What follows belongs to an exercise in optimizing a design on an open flow for small area; a production flow would make more cautious choices. Function was checked by simulation only, so behaviour that the tests miss may differ from the original. In this run the design's own scripts or RTL, not TritonCTS, make the clock network. The clock port is modelled as an ideal driver, which makes a skipped or thinned clock tree look cheaper than it is; a real chip needs a root buffer or a tree. Power and IR drop assume default switching activity.

$ cat flow/design.v
`timescale 1ns / 1ps
module totals (
    input CLK, input RST, input add, input clr,
    input [3:0] one, input [3:0] two, input [3:0] three, input [3:0] four,
    output reg [3:0] t1, output reg [3:0] t2, output reg [3:0] t3, output reg [3:0] t4
    );
function [4:0] bcd_add;
    input [3:0] t;
    input [3:0] f;
    input cin;
    reg z0, z1, z2, z3, z4, co;
    begin
        {z4, z3, z2, z1, z0} = t + f + cin;
        co = z4 | (z3 & (z2 | z1));
        bcd_add = {co, (z3 & ~co) | (z4 & z1), z2 ^ (co & ~z1), z1 ^ co, z0};
    end
endfunction
wire c4, c3, c2, c1;
wire [3:0] n1, n2, n3, n4;
assign {c4, n4} = bcd_add(t4, four, 1'b0);
assign {c3, n3} = bcd_add(t3, three, c4);
assign {c2, n2} = bcd_add(t2, two, c3);
assign {c1, n1} = bcd_add(t1, one, c2);
wire en2 = ~(c4 & ~c3);
wire en1 = en2 & ~(c3 & ~c2);
wire ld2 = add & en2;
wire ld1 = add & en1;
wire h4 = ~add & ~clr;
wire h2 = ~ld2 & ~clr;
wire h1 = ~ld1 & ~clr;
always @(posedge CLK) begin
    t4 <= ({4{add}} & n4) | ({4{h4}} & t4);
    t3 <= ({4{add}} & n3) | ({4{h4}} & t3);
    t2 <= ({4{ld2}} & n2) | ({4{h2}} & t2);
    t1 <= ({4{ld1}} & n1) | ({4{h1}} & t1);
end
endmodule
module timebase (
    input CLK, input RST, input flag, input SW0,
    output kmark, output mmark, output base, output tier2
    );
reg [1:0] cnt2;      
reg [9:0] m;         
reg [3:0] km;
reg [3:0] cnt3;      
reg [5:0] min;       
wire clr = RST | flag;
wire drive = ~flag & ~SW0;
wire wait_ = ~flag & SW0;
wire mend = cnt2[1];
wire send = cnt3 == 4'b1000;
wire m_end = m == 10'b1010110010;
wire min_end = min == 6'b010100;
wire mstep = drive & mend;
wire kstep = mstep & m_end;
wire sstep = wait_ & send;
assign kmark = kstep;
assign mmark = sstep & min_end;
assign base = ~km[3] & ~km[2];
assign tier2 = ~(km[3] & km[1] & km[0]);
always @(posedge CLK) begin
    if (clr) cnt2 <= 0;
    else if (drive) cnt2 <= {cnt2[0], ~cnt2[0] & ~cnt2[1]};
    if (clr | kstep) m <= 0;
    else if (mstep) m <= {m[8:0], ~(m[9] ^ m[6])};
    if (clr) km <= 0;
    else if (kstep & tier2) km <= km + 1;
    if (clr) cnt3 <= 0;
    else if (wait_) cnt3 <= {cnt3[2:0], ~(cnt3[3] ^ cnt3[2])};
    if (RST | (sstep & min_end)) min <= 0;
    else if (sstep) min <= {min[4:0], ~(min[5] ^ min[4])};
end
endmodule
module fare (
    input CLK, input RST, input flag,
    input kmark, input mmark, input base, input tier2,
    output reg [3:0] one, output reg [3:0] two, output reg [3:0] three, output reg [3:0] four,
    output reg [3:0] thousand
    );
wire inc = (kmark & ~base) | mmark;
wire [3:0] a4 = mmark ? 4'd5 : tier2 ? 4'd4 : 4'd6;
wire [3:0] a3 = mmark ? 4'd0 : tier2 ? 4'd2 : 4'd3;
wire [4:0] f4 = four + a4;
wire fc4 = f4 > 9;
wire [4:0] f3 = three + a3 + fc4;
wire fc3 = f3 > 9;
wire fc2 = fc3 & two[3] & two[0];
wire fc1 = fc2 & one[3] & one[0];
always @(posedge CLK) begin
    if (RST | flag) begin
        one <= 0; two <= 1; three <= 0; four <= 0;
        thousand <= 0;
    end else if (kmark & base) begin
        one <= 0; two <= 1; three <= 0; four <= 0;
    end else if (inc) begin
        four <= fc4 ? f4 - 10 : f4;
        three <= fc3 ? f3 - 10 : f3;
        if (fc3) two <= {two[3] ^ (two[0] & (two[3] | (two[1] & two[2]))),
                         two[2] ^ (two[0] & two[1]), two[1] ^ (two[0] & ~two[3]), ~two[0]};
        if (fc2) one <= {one[3] ^ (one[0] & (one[3] | (one[1] & one[2]))),
                         one[2] ^ (one[0] & one[1]), one[1] ^ (one[0] & ~one[3]), ~one[0]};
        if (fc1) thousand <= thousand + 1;
    end
end
endmodule
module display (
    input CLK, input RST, input [1:0] SW, input BTN2, input flag,
    input [3:0] one, input [3:0] two, input [3:0] three, input [3:0] four,
    input [3:0] t1, input [3:0] t2, input [3:0] t3, input [3:0] t4,
    output [3:0] AN2, output [7:0] DISP1
    );
reg [2:0] cnt1;      
reg [4:0] count;     
reg [1:0] pos;       
reg [3:0] code;      
wire stepd = cnt1[2] & ~cnt1[1];
reg lit;
reg [1:0] k;
always @(*) begin
    case (SW)
        2'd0: begin lit = 1'b1;              k = count[1:0]; end
        2'd1: begin lit = ~count[0];         k = count[2:1]; end
        2'd2: begin lit = count[1:0] == 0;   k = count[3:2]; end
        default: begin lit = count[2:0] == 0; k = count[4:3]; end
    endcase
end
wire dash = ~BTN2 & flag & lit;
wire f = ~BTN2 & ~flag & lit;
wire tt = BTN2 & lit;
wire sf0 = f & ~k[1] & ~k[0], sf1 = f & ~k[1] & k[0], sf2 = f & k[1] & ~k[0], sf3 = f & k[1] & k[0];
wire st0 = tt & ~k[1] & ~k[0], st1 = tt & ~k[1] & k[0], st2 = tt & k[1] & ~k[0], st3 = tt & k[1] & k[0];
wire [3:0] dsel = ({4{sf0}} & one) | ({4{sf1}} & two) | ({4{sf2}} & three) | ({4{sf3}} & four) |
                  ({4{st0}} & t1) | ({4{st1}} & t2) | ({4{st2}} & t3) | ({4{st3}} & t4) | {4{dash}};
wire z1 = BTN2 ? (t1 == 0) : (one == 0);
wire blank = ~k[1] & (dsel == 0) & (~k[0] | z1);
always @(posedge CLK) begin
    if (RST) cnt1 <= 3'b000;
    else cnt1 <= {cnt1[1:0], ~cnt1[2]};
    if (RST) begin
        count <= 0;
        pos <= 0;
        code <= 0;
    end else if (stepd) begin
        count <= count + 1;
        pos <= (lit & ~blank) ? k : 2'd0;
        code <= dsel;
    end
end
assign AN2[0] = pos[1] | pos[0] | (code == 4'd0);
assign AN2[1] = pos[1] | ~pos[0];
assign AN2[2] = ~pos[1] | pos[0];
assign AN2[3] = ~pos[1] | ~pos[0];
wire [3:0] c = code;
wire isdash = c[3] & c[2];
wire sa = (c[3] & c[2]) | (c[2] & ~c[1] & ~c[0]) | (~c[3] & ~c[2] & ~c[1] & c[0]);
wire sb = ~((~c[2]) | (~c[3] & c[1] & c[0]) | (~c[1] & ~c[0]));
wire sc = (c[3] & c[1]) | (~c[2] & c[1] & ~c[0]);
wire sd = (c[2] & ~c[1] & ~c[0]) | (c[2] & c[1] & c[0]) | (~c[3] & ~c[2] & ~c[1] & c[0]);
wire se = (c[0]) | (c[2] & ~c[1]);
wire sf = (~c[2] & c[1]) | (c[1] & c[0]) | (~c[3] & ~c[2] & c[0]);
wire sg = (~c[3] & c[2] & c[1] & c[0]) | (~c[3] & ~c[2] & ~c[1]);
assign DISP1 = {~pos[1] | pos[0] | isdash, sg, sf, se, sd, sc, sb, sa};
endmodule
module taxi(
    input CLK,           
    input RST,           
    input SW0,           
    input [1:0] SW,      
    input BTN1,          
    input BTN2,          
    input BTN3,          
    output [1:0] LD6_7,
    output [7:0] DISP1,
    output [3:0] AN1,
    output [3:0] LD0_3,
    output LD5
    );
reg BTN3_q;
reg flag;            
wire rise = BTN3 & ~BTN3_q;
always @(posedge CLK) begin
    BTN3_q <= BTN3 & ~RST;
    if (RST) flag <= 1'b0;
    else if (rise) flag <= ~flag;
end
wire [3:0] one, two, three, four, thousand;
wire [3:0] t1, t2, t3, t4;
wire kmark, mmark, base, tier2;
totals u_tot (.CLK(CLK), .RST(RST), .add(rise & ~flag & ~RST), .clr(RST | (rise & BTN1)),
    .one(one), .two(two), .three(three), .four(four),
    .t1(t1), .t2(t2), .t3(t3), .t4(t4));
timebase u_tb (.CLK(CLK), .RST(RST), .flag(flag), .SW0(SW0),
    .kmark(kmark), .mmark(mmark), .base(base), .tier2(tier2));
fare u_fare (.CLK(CLK), .RST(RST), .flag(flag), .kmark(kmark), .mmark(mmark),
    .base(base), .tier2(tier2),
    .one(one), .two(two), .three(three), .four(four), .thousand(thousand));
display u_disp (.CLK(CLK), .RST(RST), .SW(SW), .BTN2(BTN2), .flag(flag),
    .one(one), .two(two), .three(three), .four(four),
    .t1(t1), .t2(t2), .t3(t3), .t4(t4), .AN2(AN1), .DISP1(DISP1));
assign LD0_3 = thousand;
assign LD6_7 = SW;
assign LD5 = SW0;
endmodule
$ cat flow/flow/area.abc
strash
&get -n
&fraig -x
&put
dc2
strash
&get -n
&deepsyn -T 60
&put
strash
&get -n
&dch -f
&nf -R 1000 -p
&put
$ cat flow/flow/cts.tcl
utl::set_metrics_stage "cts__{}"
source $::env(SCRIPTS_DIR)/load.tcl
erase_non_stage_variables cts
load_design 3_place.odb 3_place.sdc

set block [ord::get_db_block]
set db [ord::get_db]
set clk_net [$block findNet $::env(FLOW_CLK_PORT)]
set sinks {}
foreach it [$clk_net getITerms] {
  if { [$it isInputSignal] } { lappend sinks $it }
}
puts "clock sinks: [llength $sinks]"
set pts {}
foreach it $sinks {
  set bb [[$it getInst] getBBox]
  lappend pts [list [expr {([$bb xMin] + [$bb xMax]) / 2.0}] [expr {([$bb yMin] + [$bb yMax]) / 2.0}]]
}

# k-means on the sink locations, deterministic start
proc clusters { pts nbuf {init 0} } {
  set n [llength $pts]
  # start points: evenly spaced along x, y, x+y or x-y
  set keyed {}
  foreach p $pts {
    lassign $p x y
    lappend keyed [list [lindex [list $x $y [expr {$x + $y}] [expr {$x - $y}]] $init] $x $y]
  }
  set order {}
  foreach q [lsort -real -index 0 $keyed] { lappend order [lrange $q 1 2] }
  set cent {}
  for {set k 0} {$k < $nbuf} {incr k} {
    lappend cent [lindex $order [expr {int(($k + 0.5) * $n / $nbuf)}]]
  }
  for {set iter 0} {$iter < 50} {incr iter} {
    set asg {}
    foreach p $pts {
      set best 0; set bd 1e30
      for {set k 0} {$k < $nbuf} {incr k} {
        set c [lindex $cent $k]
        set d [expr {abs([lindex $p 0] - [lindex $c 0]) + abs([lindex $p 1] - [lindex $c 1])}]
        if {$d < $bd} {set bd $d; set best $k}
      }
      lappend asg $best
    }
    set newc {}
    for {set k 0} {$k < $nbuf} {incr k} {
      set sx 0; set sy 0; set cnt 0
      foreach p $pts a $asg {
        if {$a == $k} {set sx [expr {$sx + [lindex $p 0]}]; set sy [expr {$sy + [lindex $p 1]}]; incr cnt}
      }
      if {$cnt > 0} {lappend newc [list [expr {$sx / $cnt}] [expr {$sy / $cnt}]]} else {lappend newc [lindex $cent $k]}
    }
    set cent $newc
  }
  return [list $cent $asg]
}

proc net_max_slew { net } {
  set mx 0
  foreach it [$net getITerms] {
    if { ![$it isInputSignal] } { continue }
    set p [get_pins [[$it getInst] getName]/[[$it getMTerm] getName]]
    set s [get_property $p slew_max]
    if {$s > $mx} {set mx $s}
  }
  return $mx
}

set_placement_padding -global \
  -left $::env(CELL_PAD_IN_SITES_DETAIL_PLACEMENT) \
  -right $::env(CELL_PAD_IN_SITES_DETAIL_PLACEMENT)
set_propagated_clock [all_clocks]

set max_slew $::env(FLOW_CTS_MAX_SLEW)
set ladder $::env(FLOW_CTS_CELLS)

# build a tree of nbuf buffers; each buffer is upsized along the ladder until
# the slew at its flip-flops is low enough; returns {ok area sizes}
proc build { nbuf init sizes_in } {
  global block db clk_net sinks pts ladder max_slew bufs nets
  lassign [clusters $pts $nbuf $init] cent asg
  set bufs {}
  set nets {}
  for {set k 0} {$k < $nbuf} {incr k} {
    set cell [lindex $ladder [lindex $sizes_in $k]]
    set inst [odb::dbInst_create $block [$db findMaster $cell] "clkbuf_flow_$k"]
    set c [lindex $cent $k]
    $inst setLocation [expr {int([lindex $c 0])}] [expr {int([lindex $c 1])}]
    $inst setPlacementStatus PLACED
    set net [odb::dbNet_create $block "clknet_flow_$k"]
    $net setSigType CLOCK
    [$inst findITerm A] connect $clk_net
    [$inst findITerm X] connect $net
    foreach it $sinks a $asg {
      if {$a == $k} { $it disconnect; $it connect $net }
    }
    lappend bufs $inst
    lappend nets $net
  }
  global_connect
  detailed_placement
  set sizes $sizes_in
  while {1} {
    estimate_parasitics -placement
    set changed 0
    set ok 1
    for {set k 0} {$k < $nbuf} {incr k} {
      set s [net_max_slew [lindex $nets $k]]
      if {$s > $max_slew} {
        set ok 0
        set z [lindex $sizes $k]
        if {$z + 1 < [llength $ladder]} {
          lset sizes $k [expr {$z + 1}]
          [lindex $bufs $k] swapMaster [$db findMaster [lindex $ladder [expr {$z + 1}]]]
          set changed 1
        }
      }
    }
    if {$ok || !$changed} { break }
    detailed_placement
  }
  set area 0
  foreach inst $bufs {
    set m [$inst getMaster]
    set area [expr {$area + [$m getWidth] * [$m getHeight]}]
  }
  return [list $ok $area $sizes]
}

proc unbuild {} {
  global bufs nets sinks clk_net
  foreach it $sinks { $it disconnect; $it connect $clk_net }
  foreach inst $bufs { odb::dbInst_destroy $inst }
  foreach net $nets { odb::dbNet_destroy $net }
}

set best {}
foreach nbuf $::env(FLOW_CTS_COUNTS) {
  foreach init {0 1 2 3} {
    set zeros {}
    for {set k 0} {$k < $nbuf} {incr k} { lappend zeros 0 }
    lassign [build $nbuf $init $zeros] ok area sizes
    puts "clock tree: $nbuf buffers, start $init, sizes $sizes, area $area, slew ok $ok"
    if {$ok && ($best eq {} || $area < [lindex $best 1])} { set best [list $nbuf $area $sizes $init] }
    unbuild
  }
}
if {$best eq {}} {
  set n [lindex $::env(FLOW_CTS_COUNTS) end]
  set top [expr {[llength $ladder] - 1}]
  set sizes {}
  for {set k 0} {$k < $n} {incr k} { lappend sizes $top }
  set best [list $n 0 $sizes 0]
}
lassign $best nbuf area sizes init
lassign [build $nbuf $init $sizes] ok area sizes
set done $ok
foreach inst $bufs { puts "clock buffer [$inst getName]: [[$inst getMaster] getName]" }
puts "clock tree done ($done)"

estimate_parasitics -placement
repair_timing_helper
detailed_placement
check_placement -verbose
report_metrics 4 "cts final"
orfs_write_db $::env(RESULTS_DIR)/4_1_cts.odb
orfs_write_sdc $::env(RESULTS_DIR)/4_cts.sdc
$ cat flow/config.mk
export PLATFORM = sky130hd
export DESIGN_NAME = taxi
export DESIGN_NICKNAME = taxi
export VERILOG_FILES = /design/flow/design.v
export SDC_FILE = /design/flow/constraint.sdc
export NUM_CORES = 8
export LEC_CHECK = 0
export CAP_MARGIN = 20
export CORE_MARGIN = 2
export CORE_UTILIZATION = 40
export SLEW_MARGIN = 20
export SYNTH_HIERARCHICAL = 1
$ cat flow/constraint.sdc
create_clock -name core_clock -period 10.0 [get_ports {CLK}]
set_input_delay 2.0000 -clock core_clock [delete_from_list [all_inputs] [get_ports {CLK}]]
set_output_delay 2.0000 -clock core_clock [all_outputs]
set_load 0.01 [all_outputs]
$ cat flow/standard.sh
#!/bin/bash
# synth_recipe.tcl (not shown) runs the flow's synth.tcl, then flattens the netlist and writes it again
# the make line also repeats each setting of config.mk as NAME=value (left out here)
make -C /OpenROAD-flow-scripts/flow DESIGN_CONFIG=/design/flow/config.mk WORK_HOME=/design/flow/orfs CLKGATE_MAP_FILE= SYNTH_SCRIPT=/design/flow/synth_recipe.tcl "${@:-finish}"
$ cat flow/flow/run.sh
#!/bin/bash
# Layout flow: ORFS's own steps through standard.sh, with
#  - synthesis: ORFS's synth script with an area-oriented ABC script
#    (flow/area.abc) and without the full/half-adder cell extraction; the
#    registers are those of the standard synthesis, only the mapping of the
#    logic between them differs,
#  - port buffers: the smallest buffer cell,
#  - clock tree (flow/cts.tcl): the clock port drives a few clock buffers,
#    each at the centre of a group of flip-flops, instead of an H-tree;
#    the buffer size is raised until the estimated clock slew is low enough.
# Each step's full output goes to its own log file in this folder.
set -euo pipefail
W=$(pwd)
F=$W/flow

sed -e 's|log_cmd abc {\*}$abc_args|log_cmd abc -script $::env(FLOW_ABC_SCRIPT) {*}[lrange $abc_args 2 end]|' \
    "$FLOW_HOME/scripts/synth.tcl" > "$W/flow_synth.tcl"
grep -q 'FLOW_ABC_SCRIPT' "$W/flow_synth.tcl"
sed -e "s|source \$::env(SCRIPTS_DIR)/synth.tcl|source $W/flow_synth.tcl|" "$W/synth_recipe.tcl" > "$W/flow_synth_recipe.tcl"
grep -q 'flow_synth.tcl' "$W/flow_synth_recipe.tcl"
export FLOW_ABC_SCRIPT=$F/area.abc
export FLOW_CTS_COUNTS="2 3 4"
export FLOW_CTS_CELLS="sky130_fd_sc_hd__clkbuf_8 sky130_fd_sc_hd__buf_8 sky130_fd_sc_hd__buf_12 sky130_fd_sc_hd__clkbuf_16 sky130_fd_sc_hd__buf_16"
export FLOW_CTS_MAX_SLEW=0.115
export FLOW_CLK_PORT=CLK

ARGS=(SYNTH_SCRIPT="$W/flow_synth_recipe.tcl" ADDER_MAP_FILE=
      BUFFER_PORTS_ARGS="-buffer_cell sky130_fd_sc_hd__buf_1"
      MIN_BUF_CELL_AND_PORTS="sky130_fd_sc_hd__buf_1 A X")
bash standard.sh "${ARGS[@]}" synth > "$W/log_synth.txt" 2>&1
bash standard.sh "${ARGS[@]}" floorplan > "$W/log_floorplan.txt" 2>&1
bash standard.sh "${ARGS[@]}" place > "$W/log_place.txt" 2>&1
bash standard.sh "${ARGS[@]}" RUN_SCRIPT="$F/cts.tcl" RUN_LOG_NAME_STEM=4_1_cts run > "$W/log_cts.txt" 2>&1
R=$W/orfs/results/$FLOW_PLATFORM/taxi/base
test -f "$R/4_1_cts.odb" && test -f "$R/4_cts.sdc"
cp "$R/4_1_cts.odb" "$R/4_cts.odb"
touch "$R/4_cts.sdc"
bash standard.sh "${ARGS[@]}" route > "$W/log_route.txt" 2>&1
bash standard.sh "${ARGS[@]}" finish > "$W/log_finish.txt" 2>&1
test -f "$W/out/final.def"
==> results.cfg <==
[die]
dieArea_sq_um = 10300
die_x_um = 101
num_rows = 35
start_util_pct = 41.1
io_pins = 27
coreArea_sq_um = 9200
fp.dieH_um = 101

[power_and_ir_drop]
p_per_area_nw_per_um2 = 118
irDropWorstVdd_mv = 0.118
p_leak_nw = 1.49

[worst_hold_path]
min_from = u_disp.cnt1[2]$_SDFF_PP0_
hold_class = reg -> reg

[setup_path]
path_common_cell = maj3_1
crit_arrival_ns = 7.71
crit_family = adder cells
slowest_stage = maj3_1
worst_setup_path_end_kind = register
path_class = reg -> reg
r2r-start = u_fare.four[0]$_SDFFE_PP0P_
cp_num_buf_inv = 0
required_ns = 10.05
worstSetupStartpoint = u_fare.four[0]$_SDFFE_PP0P_
start_kind = register
slowest_delay_ns = 0.41
worstPathMaxFanout = 6

[cells_and_area]
fin_util_pct = 44.1
fillers = 906
nNetsFinal = 489
antenna_cells = 0
largest_reg_flops = 10
regMostFlops = u_tb.m
reg.largest.list = u_tb.m (10), u_tb.min (6), u_disp.count (5)
final_layout_size_suffix_gt1_share_pct = 1.04
syn2layout_area_growth_pct = 7.08

[detailed_routing]
drcViolationCount = 0
avgRoutedWirePerCell_um = 14.0
drt-total-wl_um = 8250
dr_total_vias = 3290
drtIter0Drc = 189
avgViaCountPerCell = 5.58
antenna_left = 0
dr.pass1.iters = 8

[cts]
clk_pin_slew_ns = 0.10
postCtsHoldBufs = 0
postCtsSetupBuffers = 0
ctsResizeCount = 0
clk-insertion-delay-late_ns = 0.16

[global_routing]
overflow = 0
grt_max_degree = 30
grt_pass1_vias = 3013
grt_pass1_wl_um = 13800
antenna_found_initial = 0
grt_usage_pct = 15.8

[sta]
setup_viol = 0
rsz0062_at_grt = false
slew_viol_final = 0
setup_tns_ns = 0
fin_ws_ns = 2.34
tightest_slew_ns = 0.998
timing.slew.headroom_pct = 33.5
skew_ns = 0.0322
max_freq_ghz = 0.130
finalHoldViolations = 0
fin_crit_sh_pct = 76.6
fin_crit_ns = 7.66

[synth]
syn_nets = 466
post-synth-top-count-cell = dfxtp_1
yosys_warnings = 11
synth-seq-area-share_pct = 41.3
syn-instance-count = 458
ys_ff_latch = 78
synth_area_leaders = dfxtp_1 41%, a22o_1 5.8%, nand2_1 5.7%
synth_cell_types = 45
synthFlopType = dfxtp_1
avgSynthCellArea_sq_um = 8.26
synth_common_cells = 78 x dfxtp_1, 57 x nand2_1, 42 x nor2_1
synth_largest_area_cell = dfxtp_1
synth_top_area_share_pct = 41.3
async_flop_share_pct = 0
synth_edf_count = 0
syn_area_sq_um = 3780

[placed_design]
place_congestion = 0.849
place_hpwl_um = 6110
io_buffers = 26
place_ws_ns = 2.41

[job]
maxCapViolations = 0

[status]
outcome = no timing/DRC/antenna violations
[modules after synthesis, one instance, submodules excluded]
module	cells	flops+latches	times used	area, sq um
timebase	87	26	1	925
display	125	14	1	878
totals	128	16	1	1030
fare	106	20	1	858
taxi	12	2	1	93.8
[cells in the final DEF, fill, tap and decap left out, drive strengths merged, types with 7 or more instances in the layout]
cell type  Yosys  final
buf           10     28
nor2          42     42
nand2         57     57
a21o           7      7
dfxtp         78     78
clkinv         8      8
o21ai         35     35
nor2b         16     16
a21oi         36     36
and3           8      8
nor3          18     18
or2            7      7
maj3           9      9
nand3          9      9
a22o          25     25
xnor2         18     18
nand2b        14     14
[routing by layer]
metal	wire (um)	up-vias	global-route usage, %
met5	0	-	0
met4	80	0	1.87
met3	289	6	0.828
met2	4020	54	28.8
met1	3860	1531	21.2
li1	-	1699	-
[layout make-up]
cell class / instances / area, sq um / share of cell area (%)
Buffer: 4 / 61.3 / 1.51
Inverter: 8 / 30.0 / 0.741
Multi-Input combinational cell: 362 / 2150 / 53.2
Sequential cell: 78 / 1560 / 38.5
Tap cell: 111 / 139 / 3.43
Timing Repair Buffer: 27 / 105 / 2.59
[kinds of logic (layout without fill, tap and decap cells)]
family	Yosys count	after routing	synth area share (%)
and+or+nand+nor	193	193	25.1
DFF	78	78	41.3
xor gates and xnor gates	24	24	5.56
buffers and inverters	18	39	1.79
AOI/OAI and AO/OA	136	136	23.9
adders and majority gates	9	9	2.38
[power breakdown]
group / internal [mW] / leakage [nW] / total [mW] / switching, mW
Combinational: 0.0126 / 0.827 / 0.0385 / 0.0259
Clock: 0.0442 / 0.0310 / 0.122 / 0.0774
Sequential: 0.315 / 0.631 / 0.319 / 0.00442
Total: 0.372 / 1.49 / 0.479 / 0.108
[metrics by stage]
step	hold WS (ns)	area [sq um]	std cells	power, mW
finish	0.438	4050	590	0.479
global route	0.465	4050	590	0.500
detailed placement	0.409	3990	586	0.365
global placement	0.408	3990	586	0.364
floorplan	0.381	3780	458	0.352
[path summary, 6_finish.rpt]
kind / cells after the start / endpoint / slack [ns]
worst min-delay path: 1 / u_disp.cnt1[0]$_SDFF_PP0_ / 0.44
worst max register to register: 25 / u_tot.t1[1]$_DFF_P_ / 2.34
worst max-delay path: 25 / u_tot.t1[1]$_DFF_P_ / 2.34
worst min register to register: 1 / u_disp.cnt1[0]$_SDFF_PP0_ / 0.44

[port drivers added, routing unchanged]
The flow's constraints put no driver on any port. The routed layout listed below was extracted and timed again, unchanged, in two steps. Step 1: set_driving_cell puts a clkbuf_16 on CLK and a buf_2 on each other input, an assumption about the parent block. Step 2, shift: input delay + t, output delay - t, t = (earliest + latest rising clock arrival at the registers) / 2. This alone moves slack from input paths to output paths. Slacks: ideal / step 1 / step 2; pairs: ideal / step 1.
t, ns: 0.218
setup slack, ns: 2.336 / 2.336 / 2.336
hold WS [ns]: 0.438 / 0.438 / 0.438
worst data-port slew with drivers (ns): 0.03
After both steps setup and hold are still met in this run. The setup slack of this run moves by 0.000 ns with the drivers and by 0.000 ns with both steps.
